Context: an optimization exercise on an open-source flow, tuned for small area. The choices shown serve that exercise and are no tape-out recipe. Only simulation tests tie the RTL to the original design; equivalence was not proved. No activity file was given, so power comes from the tool's default toggle rates.

$ cat flow/config.mk
export PLATFORM = sky130hd
export DESIGN_NAME = FirFilterSym_top
export DESIGN_NICKNAME = FirFilterSym_top
export VERILOG_FILES = /design/flow/design.v
export SDC_FILE = /design/flow/constraint.sdc
export NUM_CORES = 4
export LEC_CHECK = 0
export CAP_MARGIN = 20
export CORE_MARGIN = 2
export CORE_UTILIZATION = 40
export SLEW_MARGIN = 20
$ cat flow/constraint.sdc
create_clock -name core_clock -period 5.0 [get_ports {clk}]
set_input_delay 1.0000 -clock core_clock [delete_from_list [all_inputs] [get_ports {clk}]]
set_output_delay 1.0000 -clock core_clock [all_outputs]
set_load 0.01 [all_outputs]
$ cat flow/design.v
module FirFilterSymmetric
#(
    parameter INPUT_WIDTH        = 16,
    parameter COEFF_WIDTH        = 8,
    parameter OUTPUT_WIDTH       = 26,
    parameter OUTPUT_WIDTH_FULL  = 26,
    parameter SYMMETRY           = 0,   
    parameter NUM_TAPS           = 37,  
    parameter logic [NUM_TAPS * COEFF_WIDTH - 1: 0] COEFFS = '0,
    parameter PIPELINE_MUL       = 1,  
    parameter PIPELINE_PREADD    = 1,  
    parameter PIPELINE_ADD_RATIO = 1,  
    parameter OUTPUT_REG         = 1   
)
(
    input   logic                       clk,
    input   logic                       rst,
    input   logic                       valid_in,
    output  logic                       valid_out,
    input   logic [INPUT_WIDTH - 1: 0]  din,
    output  logic [OUTPUT_WIDTH - 1: 0] dout
);
localparam TreeLevels = $clog2(NUM_TAPS) - 1;  
localparam TreeWidth0 = 1 << TreeLevels;   
localparam TreeLinkWidthMin = INPUT_WIDTH + COEFF_WIDTH + 1;      
localparam TreeLinkWidthMax = TreeLinkWidthMin + TreeLevels;  
localparam SymmetricSamplesCount = (NUM_TAPS + NUM_TAPS % 2) / 2;
logic [INPUT_WIDTH - 1: 0] delayLine [0: NUM_TAPS - 1];
logic [INPUT_WIDTH: 0] symSamples [0: SymmetricSamplesCount - 1];
logic [OUTPUT_WIDTH_FULL - 1: 0] doutFullPrec;
logic [OUTPUT_WIDTH - 1: 0] dout_i;
logic valid_d, valid_pa;
logic valid_i[TreeLevels: 0];
genvar i;
genvar j;
always_ff @(posedge clk) begin
    if (rst) begin
        for (int i = 0; i < NUM_TAPS; ++i) begin
            delayLine[i] <= '0;
        end
    end else begin
        if (valid_in) begin
            delayLine[0] <= din;
            for (int i = 1; i < NUM_TAPS; ++i) begin
                delayLine[i] <= delayLine[i - 1];
            end
        end
    end
    valid_d <= (~rst) & valid_in;
end
generate
    if (PIPELINE_PREADD) begin
        for (i = 0; i < NUM_TAPS / 2; ++i) begin : preadd
            always_ff @(posedge clk) begin
                if (SYMMETRY == 0) begin  
                    symSamples[i] <= $signed(delayLine[i]) + $signed(delayLine[NUM_TAPS - 1 - i]);
                end else begin  
                    symSamples[i] <= $signed(delayLine[i]) - $signed(delayLine[NUM_TAPS - 1 - i]);
                end
            end
        end
        if (NUM_TAPS % 2 != 0) begin : preadd_mid
            always_ff @(posedge clk) begin
                symSamples[NUM_TAPS / 2] <= $signed(delayLine[NUM_TAPS / 2]);
            end
        end
        always_ff @(posedge clk) begin
            valid_pa <= (~rst) & valid_d;
        end
    end else begin
        for (i = 0; i < NUM_TAPS / 2; ++i) begin : preadd
            if (SYMMETRY == 0) begin  
                assign symSamples[i] = $signed(delayLine[i]) + $signed(delayLine[NUM_TAPS - 1 - i]);
            end else begin  
                assign symSamples[i] = $signed(delayLine[i]) - $signed(delayLine[NUM_TAPS - 1 - i]);
            end
        end
        if (NUM_TAPS % 2 != 0) begin : preadd_mid
            assign symSamples[NUM_TAPS / 2] = $signed(delayLine[NUM_TAPS / 2]);
        end
        assign valid_pa = valid_d;
    end
endgenerate
generate
    for (j = 0; j <= TreeLevels; ++j) begin : adderTree
        for (i = 0; i < (TreeWidth0 >> j); ++i) begin : add
            logic [TreeLinkWidthMin - 1 + j: 0] link;
            if (j == 0) begin : mul
                if (i < SymmetricSamplesCount) begin
                    localparam logic [COEFF_WIDTH - 1: 0] Coeff = COEFFS[(NUM_TAPS - 1 - i) * COEFF_WIDTH +: COEFF_WIDTH];
                    if (PIPELINE_MUL) begin
                        always_ff @(posedge clk) begin
                            link <= $signed(symSamples[i]) * $signed(Coeff);
                        end
                    end else begin
                        assign link = $signed(symSamples[i]) * $signed(Coeff);
                    end
                end else begin
                    assign link = '0;
                end
            end else begin : sum
                if (PIPELINE_ADD_RATIO && (j % PIPELINE_ADD_RATIO == 0)) begin
                    always_ff @(posedge clk) begin
                        link <= $signed(adderTree[j - 1].add[2 * i].link) + $signed(adderTree[j - 1].add[2 * i + 1].link);
                    end
                end else begin
                    assign link = $signed(adderTree[j - 1].add[2 * i].link) + $signed(adderTree[j - 1].add[2 * i + 1].link);
                end
            end
        end
        if (j == 0) begin : vmul
            if (PIPELINE_MUL) begin
                always_ff @(posedge clk) begin
                    valid_i[0] <= (~rst) & valid_pa;
                end
            end else begin
                assign valid_i[0] = valid_pa;
            end
        end else begin : vadd
            if (j % PIPELINE_ADD_RATIO == 0) begin
                always_ff @(posedge clk) begin
                    valid_i[j] <= (~rst) & valid_i[j - 1];
                end
            end else begin
                assign valid_i[j] = valid_i[j - 1];
            end
        end
    end
endgenerate
assign doutFullPrec = adderTree[TreeLevels].add[0].link[OUTPUT_WIDTH_FULL - 1: 0];
generate
    if (OUTPUT_WIDTH <= OUTPUT_WIDTH_FULL) begin
        assign dout_i = doutFullPrec[OUTPUT_WIDTH_FULL - 1: OUTPUT_WIDTH_FULL - OUTPUT_WIDTH];
    end else begin
        assign dout_i = $signed(doutFullPrec);
    end
    if (OUTPUT_REG) begin
        always_ff @(posedge clk) begin
            dout      <= (rst) ? '0   : dout_i;
            valid_out <= (rst) ? 1'b0 : valid_i[TreeLevels];
        end
    end else begin
        assign dout      = dout_i;
        assign valid_out = valid_i[TreeLevels];
    end
endgenerate
endmodule
module FirFilter
#(
    parameter INPUT_WIDTH        = 16,
    parameter COEFF_WIDTH        = 8,
    parameter OUTPUT_WIDTH       = 26,  
    parameter OUTPUT_WIDTH_FULL  = 26,  
    parameter SYMMETRY           = 1,  
    parameter NUM_TAPS           = 37,
    parameter logic [NUM_TAPS * COEFF_WIDTH - 1: 0] COEFFS = '0,
    parameter PIPELINE_MUL       = 1,  
    parameter PIPELINE_PREADD    = 1,  
    parameter PIPELINE_ADD_RATIO = 1,  
    parameter OUTPUT_REG         = 1   
)
(
    input   logic                       clk,
    input   logic                       rst,
    input   logic                       valid_in,
    output  logic                       valid_out,
    input   logic [INPUT_WIDTH - 1: 0]  din,
    output  logic [OUTPUT_WIDTH - 1: 0] dout
);
FirFilterSymmetric
#(
    .INPUT_WIDTH        (INPUT_WIDTH),
    .COEFF_WIDTH        (COEFF_WIDTH),
    .OUTPUT_WIDTH       (OUTPUT_WIDTH),
    .OUTPUT_WIDTH_FULL  (OUTPUT_WIDTH_FULL),
    .SYMMETRY           (SYMMETRY - 1),
    .NUM_TAPS           (NUM_TAPS),
    .COEFFS             (COEFFS),
    .PIPELINE_MUL       (PIPELINE_MUL),
    .PIPELINE_PREADD    (PIPELINE_PREADD),
    .PIPELINE_ADD_RATIO (PIPELINE_ADD_RATIO),
    .OUTPUT_REG         (OUTPUT_REG)
)
i_FirFilterSymmetric
(
    .clk       (clk),
    .rst       (rst),
    .valid_in  (valid_in),
    .valid_out (valid_out),
    .din       (din),
    .dout      (dout)
);
endmodule
module FirFilterSym_top
#(
    parameter INPUT_WIDTH        = 16,
    parameter COEFF_WIDTH        = 8,
    parameter OUTPUT_WIDTH       = 26,
    parameter SYMMETRY           = 1,  
    parameter NUM_TAPS           = 37,
    parameter logic [NUM_TAPS * COEFF_WIDTH - 1: 0] COEFFS = {8'sd8, 8'sd6, 8'sd0, -8'sd7, -8'sd11, -8'sd8, 8'sd0, 8'sd10, 8'sd16, 8'sd12, 8'sd0, -8'sd16, -8'sd26, -8'sd22, 8'sd0, 8'sd38, 8'sd80, 8'sd114, 8'sd127, 8'sd114, 8'sd80, 8'sd38, 8'sd0, -8'sd22, -8'sd26, -8'sd16, 8'sd0, 8'sd12, 8'sd16, 8'sd10, 8'sd0, -8'sd8, -8'sd11, -8'sd7, 8'sd0, 8'sd6, 8'sd8},
    parameter PIPELINE_MUL       = 1,  
    parameter PIPELINE_PREADD    = 1,  
    parameter PIPELINE_ADD_RATIO = 1,  
    parameter OUTPUT_REG         = 1   
)
(
    input   logic                       clk,
    input   logic                       rst,
    input   logic                       valid_in,
    output  logic                       valid_out,
    input   logic [INPUT_WIDTH - 1: 0]  din,
    output  logic [OUTPUT_WIDTH - 1: 0] dout
);
function automatic integer calcOutWidthFull();
    integer Acc;
    integer tmp;
    Acc = 0;
    for (integer i = 0; i < NUM_TAPS; i = i + 1) begin
        tmp = $signed(COEFFS[(NUM_TAPS - 1 - i) * COEFF_WIDTH +: COEFF_WIDTH]);
        tmp = (tmp >= 0) ? tmp : -tmp;
        Acc = Acc + tmp;
    end
    calcOutWidthFull = $clog2(Acc) + INPUT_WIDTH;
endfunction
localparam OUTPUT_WIDTH_FULL = calcOutWidthFull();
FirFilter
#(
    .INPUT_WIDTH        (INPUT_WIDTH),
    .COEFF_WIDTH        (COEFF_WIDTH),
    .OUTPUT_WIDTH       (OUTPUT_WIDTH),
    .OUTPUT_WIDTH_FULL  (OUTPUT_WIDTH_FULL),
    .SYMMETRY           (SYMMETRY),
    .NUM_TAPS           (NUM_TAPS),
    .COEFFS             (COEFFS),
    .PIPELINE_MUL       (PIPELINE_MUL),
    .PIPELINE_PREADD    (PIPELINE_PREADD),
    .PIPELINE_ADD_RATIO (PIPELINE_ADD_RATIO),
    .OUTPUT_REG         (OUTPUT_REG)
)
i_FirFilter
(
    .clk       (clk),
    .rst       (rst),
    .valid_in  (valid_in),
    .valid_out (valid_out),
    .din       (din),
    .dout      (dout)
);
endmodule
$ cat flow/run.sh
#!/bin/bash
# synth_recipe.tcl (not shown) runs the flow's synth.tcl, then flattens the netlist and writes it again
# the make line also repeats each setting of config.mk as NAME=value (left out here)
make -C /OpenROAD-flow-scripts/flow DESIGN_CONFIG=/design/flow/config.mk WORK_HOME=/design/flow/orfs CLKGATE_MAP_FILE= SYNTH_SCRIPT=/design/flow/synth_recipe.tcl finish
==> summary.txt <==
-- per-stage QoR --
stage	TNS, ns	utilization [%]	cell area, um2	setup slack [ns]
after floorplan	0	-	84200	0.420
after global placement	0	42.0	88000	0.149
after detailed placement	0	42.0	88000	0.157
after CTS	0	45.0	94200	0.0902
after global routing	-0.0979	45.0	94200	-0.0532
final	0	45.0	94300	0.253
-- power by group --
part | internal (mW) | switching (mW) | total, mW
combinational | 1.07 | 1.34 | 2.41
clock | 8.20 | 5.72 | 13.9
sequential | 14.1 | 0.285 | 14.4
total | 23.4 | 7.34 | 30.8
-- layout by cell type, fill, tap and decap left out, drive strengths merged, types with 143 or more instances in the layout --
cell | netlist | final
a21o | 190 | 190
a21oi | 426 | 426
clkbuf | 96 | 238
dfxtp | 1702 | 1702
fa | 196 | 196
ha | 1026 | 1026
inv | 838 | 853
mux2i | 600 | 600
nand2 | 270 | 270
nand3 | 143 | 143
nor2 | 976 | 976
nor3 | 151 | 151
o21ai | 247 | 247
xnor2 | 475 | 475
xor2 | 152 | 152
-- cells by family after synthesis --
family	after synthesis	share of synthesized area, %
compound gates	1410	11.0
mux	607	7.23
fa+ha+maj	1222	19.9
xor+xnor	627	6.52
flops	1702	40.5
buf+inv	986	4.40
simple gates	1954	10.5
-- synth_stat cells (18+ instances only) --
cell type     n  share of area [%]
dfxtp_1    1702                 40
ha_1       1026                 15
nor2_1      976                4.4
inv_1       838                3.7
mux2i_1     600                7.1
xnor2_1     475                4.9
a21oi_1     425                2.5
nand2_1     270                1.2
o21ai_0     243                1.4
fa_1        196                4.7
a21o_1      190                1.7
xor2_1      152                1.6
nor3_1      151               0.90
nand3_1     143               0.85
nor2b_1     136                1.0
clkbuf_1     95               0.42
o21a_1       77               0.69
o21bai_1     72               0.64
nand2b_1     69               0.51
and3_1       58               0.43
or3_1        57               0.42
buf_1        51               0.23
a211oi_1     49               0.44
a31oi_1      39               0.29
o211ai_1     35               0.31
a21boi_0     33               0.29
o31ai_1      24               0.21
a2111oi_0    19               0.20
a41oi_1      18               0.19
and2_1       18               0.13
o22ai_1      18               0.13
-- worst min-delay path by stage --
stage,to,slack [ns],cells past startpoint
finish,flip-flop,0.31,0
detailed placement,flip-flop,0.31,0
floorplan,flip-flop,0.31,0
global placement,flip-flop,0.31,0
CTS,flip-flop,0.32,0
global route,flip-flop,0.33,0
-- layout make-up --
cell class / instances / area, um2
flip-flops and latches: 1702 / 34100
clock buffers: 238 / 5040
repair buffers: 80 / 848
diodes: 7 / 17.5
fillers: 19600 / 115000
well taps: 2805 / 3510
inverters: 838 / 3150
multi-input cells: 5820 / 46400
clock inverters: 92 / 1220
-- worst reg2reg max path, cell delays in order, from the launching register on --
cell	delay, ns
dfxtp_1	0.41
clkinvlp_4	0.19
fa_1	0.55
inv_1	0.05
fa_1	0.49
fa_1	0.52
inv_1	0.06
fa_1	0.48
inv_1	0.04
ha_1	0.20
nor3_1	0.24
a21boi_1	0.29
o31ai_1	0.16
a2111oi_1	0.42
buf_4	0.18
nor2_1	0.05
a31oi_1	0.21
xnor2_1	0.14
-- routing by layer --
layer	routed length, um	global-route usage (%)
met3	6300	2.47
met2	79200	26.2
met4	4380	4.62
met1	94300	24.5
met5	0	0
-- what timing repair did --
action / CTS / global route
setup buffers: 0 / 1
gates resized for setup: 0 / 4
setup endpoints to repair: 0 / 5
-- flip-flops by register name, indices dropped and copies added, names as in the netlist --
name                                                 count
i_FirFilter.i_FirFilterSymmetric.adderTree.add.link    821
i_FirFilter.i_FirFilterSymmetric.delayLine             592
i_FirFilter.i_FirFilterSymmetric.dout                   26
i_FirFilter.i_FirFilterSymmetric.symSamples            254
i_FirFilter.i_FirFilterSymmetric.valid_d                 1
i_FirFilter.i_FirFilterSymmetric.valid_i                 6
i_FirFilter.i_FirFilterSymmetric.valid_out               1
i_FirFilter.i_FirFilterSymmetric.valid_pa                1
==> impl_metrics.env <==
export IMPL_worstPathRequired_ns=5.75
export IMPL_path_class="flip-flop to flip-flop"
export IMPL_critPathLaunchType="flip-flop"
export IMPL_grt_use_total_pct=16.9
export IMPL_placementRows=168
export IMPL_max_stage_delay_ns=0.55
export IMPL_core_um2=209000
export IMPL_syn_nets=9749
export IMPL_async_reset_ff_share_pct=0
export IMPL_p_total_mw=30.8
export IMPL_hold_class="flip-flop to flip-flop"
export IMPL_worst_slew_pin_slew_ns=1.09
export IMPL_status="finished clean"
export IMPL_cp_num_cells=17
export IMPL_clkTransAtPathRegs_ns=0.06
export IMPL_via_count=57000
export IMPL_slew_viol_final=0
export IMPL_setup_violations_final=0
export IMPL_drtIter0Drc=2787
export IMPL_peakVddDrop_v=0.000380
export IMPL_grt_ovfl_total=0
export IMPL_timing_critical_path_mode_cell="fa_1"
export IMPL_dp_cells=11200
export IMPL_crit_buf_inv=5
export IMPL_cp_cell_sequence="clkinvlp_4, fa_1, inv_1, fa_1, fa_1, inv_1, fa_1, inv_1, ha_1, nor3_1, a21boi_1, o31ai_1, a2111oi_1, buf_4, nor2_1, a31oi_1, xnor2_1"
export IMPL_place_congestion=0.840
export IMPL_drt_antenna_violating_nets=0
export IMPL_syn_cell_area_um2=84200
export IMPL_crit_arrival_ns=5.50
export IMPL_hold_ws_ns=0.311
export IMPL_drt_wl_total_um=184000
export IMPL_powerDensity_nw_per_um2=326
export IMPL_skew_ns=0.0405
export IMPL_via_per_inst=4.92
export IMPL_htree_levels=4
export IMPL_grt_max_degree=137
export IMPL_fin_nets=9862
export IMPL_die_h_um=463
export IMPL_synth_edf_count=0
export IMPL_clock_latency_ns=0.84
export IMPL_grt_pass1_wl_um=296000
export IMPL_worstPathMaxFanout=4
export IMPL_drcViolationCount=0
export IMPL_yosys_warnings=4
export IMPL_cts_tree="done"
export IMPL_crit_slowest_cell="fa_1"
export IMPL_dieWidth_um=463
export IMPL_clk_path_buf_depth=3
export IMPL_initial_core_util_pct=40.2
export IMPL_place_hpwl_um=145000
export IMPL_area_growth_pct=12.0
export IMPL_drive_gt1_share_pct=4.63
export IMPL_synthFlopType="dfxtp_1"
export IMPL_fin_crit_ns=4.75
export IMPL_finalNonFillerCells=11600
export IMPL_drtPass1Iterations=5
export IMPL_r2r_slack_ns=0.25
export IMPL_p_leak_nw=45.5
export IMPL_maxCapViolCount=0
export IMPL_r2r_start="i_FirFilter.i_FirFilterSymmetric.symSamples[18][5]$_DFF_P_"
export IMPL_hold_viol=0
export IMPL_cts_buffers=179
export IMPL_grt_antenna_before_repair=22
export IMPL_die_area_um2=214000
export IMPL_min_period_over_period_pct=94.9
export IMPL_cts_sinks=1702
export IMPL_rr_worst_depth=17
export IMPL_netlist_instances=8508
export IMPL_avgRoutedWirePerCell_um=15.9
export IMPL_synth_seq_cells=1702
export IMPL_synth_cell_types=84
export IMPL_crit_start="i_FirFilter.i_FirFilterSymmetric.symSamples[18][5]$_DFF_P_"
export IMPL_rsz0062_at_grt="true"
export IMPL_io_buffers=45
export IMPL_ys_seq_area_share_pct=40.5
export IMPL_cts_hold_buffers=0
export IMPL_grt_pass1_vias=55600
export IMPL_max_slew_margin_pct=26.8
export IMPL_synth_avg_cell_area_um2=9.89
export IMPL_cpLargestDelayFamily="adder cells"
export IMPL_fmax_mhz=211
export IMPL_io_pin_count=46
export IMPL_end_kind="flip-flop"
export IMPL_cts_root_buf="clkbuf_16"

==> afterwards: timing with drivers on the ports <==
Ports are ideal in the flow. The routed layout listed here was re-timed in OpenROAD.
Step 1: set_driving_cell puts a clkbuf_16 on clk and a buf_2 on each other input, an assumption about the parent block.
Step 2 also shifts input and output timing later by t, the mid clock arrival at the registers, as if the neighbouring blocks saw the same clock.
Slacks: ideal / step 1 / step 2; pairs: ideal / step 1.
shift t [ns]: 0.905
setup WS [ns]: 0.253 / 0.253 / 0.253
worst data-port slew with drivers (ns): 0.05
After both steps setup and hold are still met in this run. For this run, drivers alone change the setup slack by 0.000 ns; drivers and shift together by 0.000 ns.
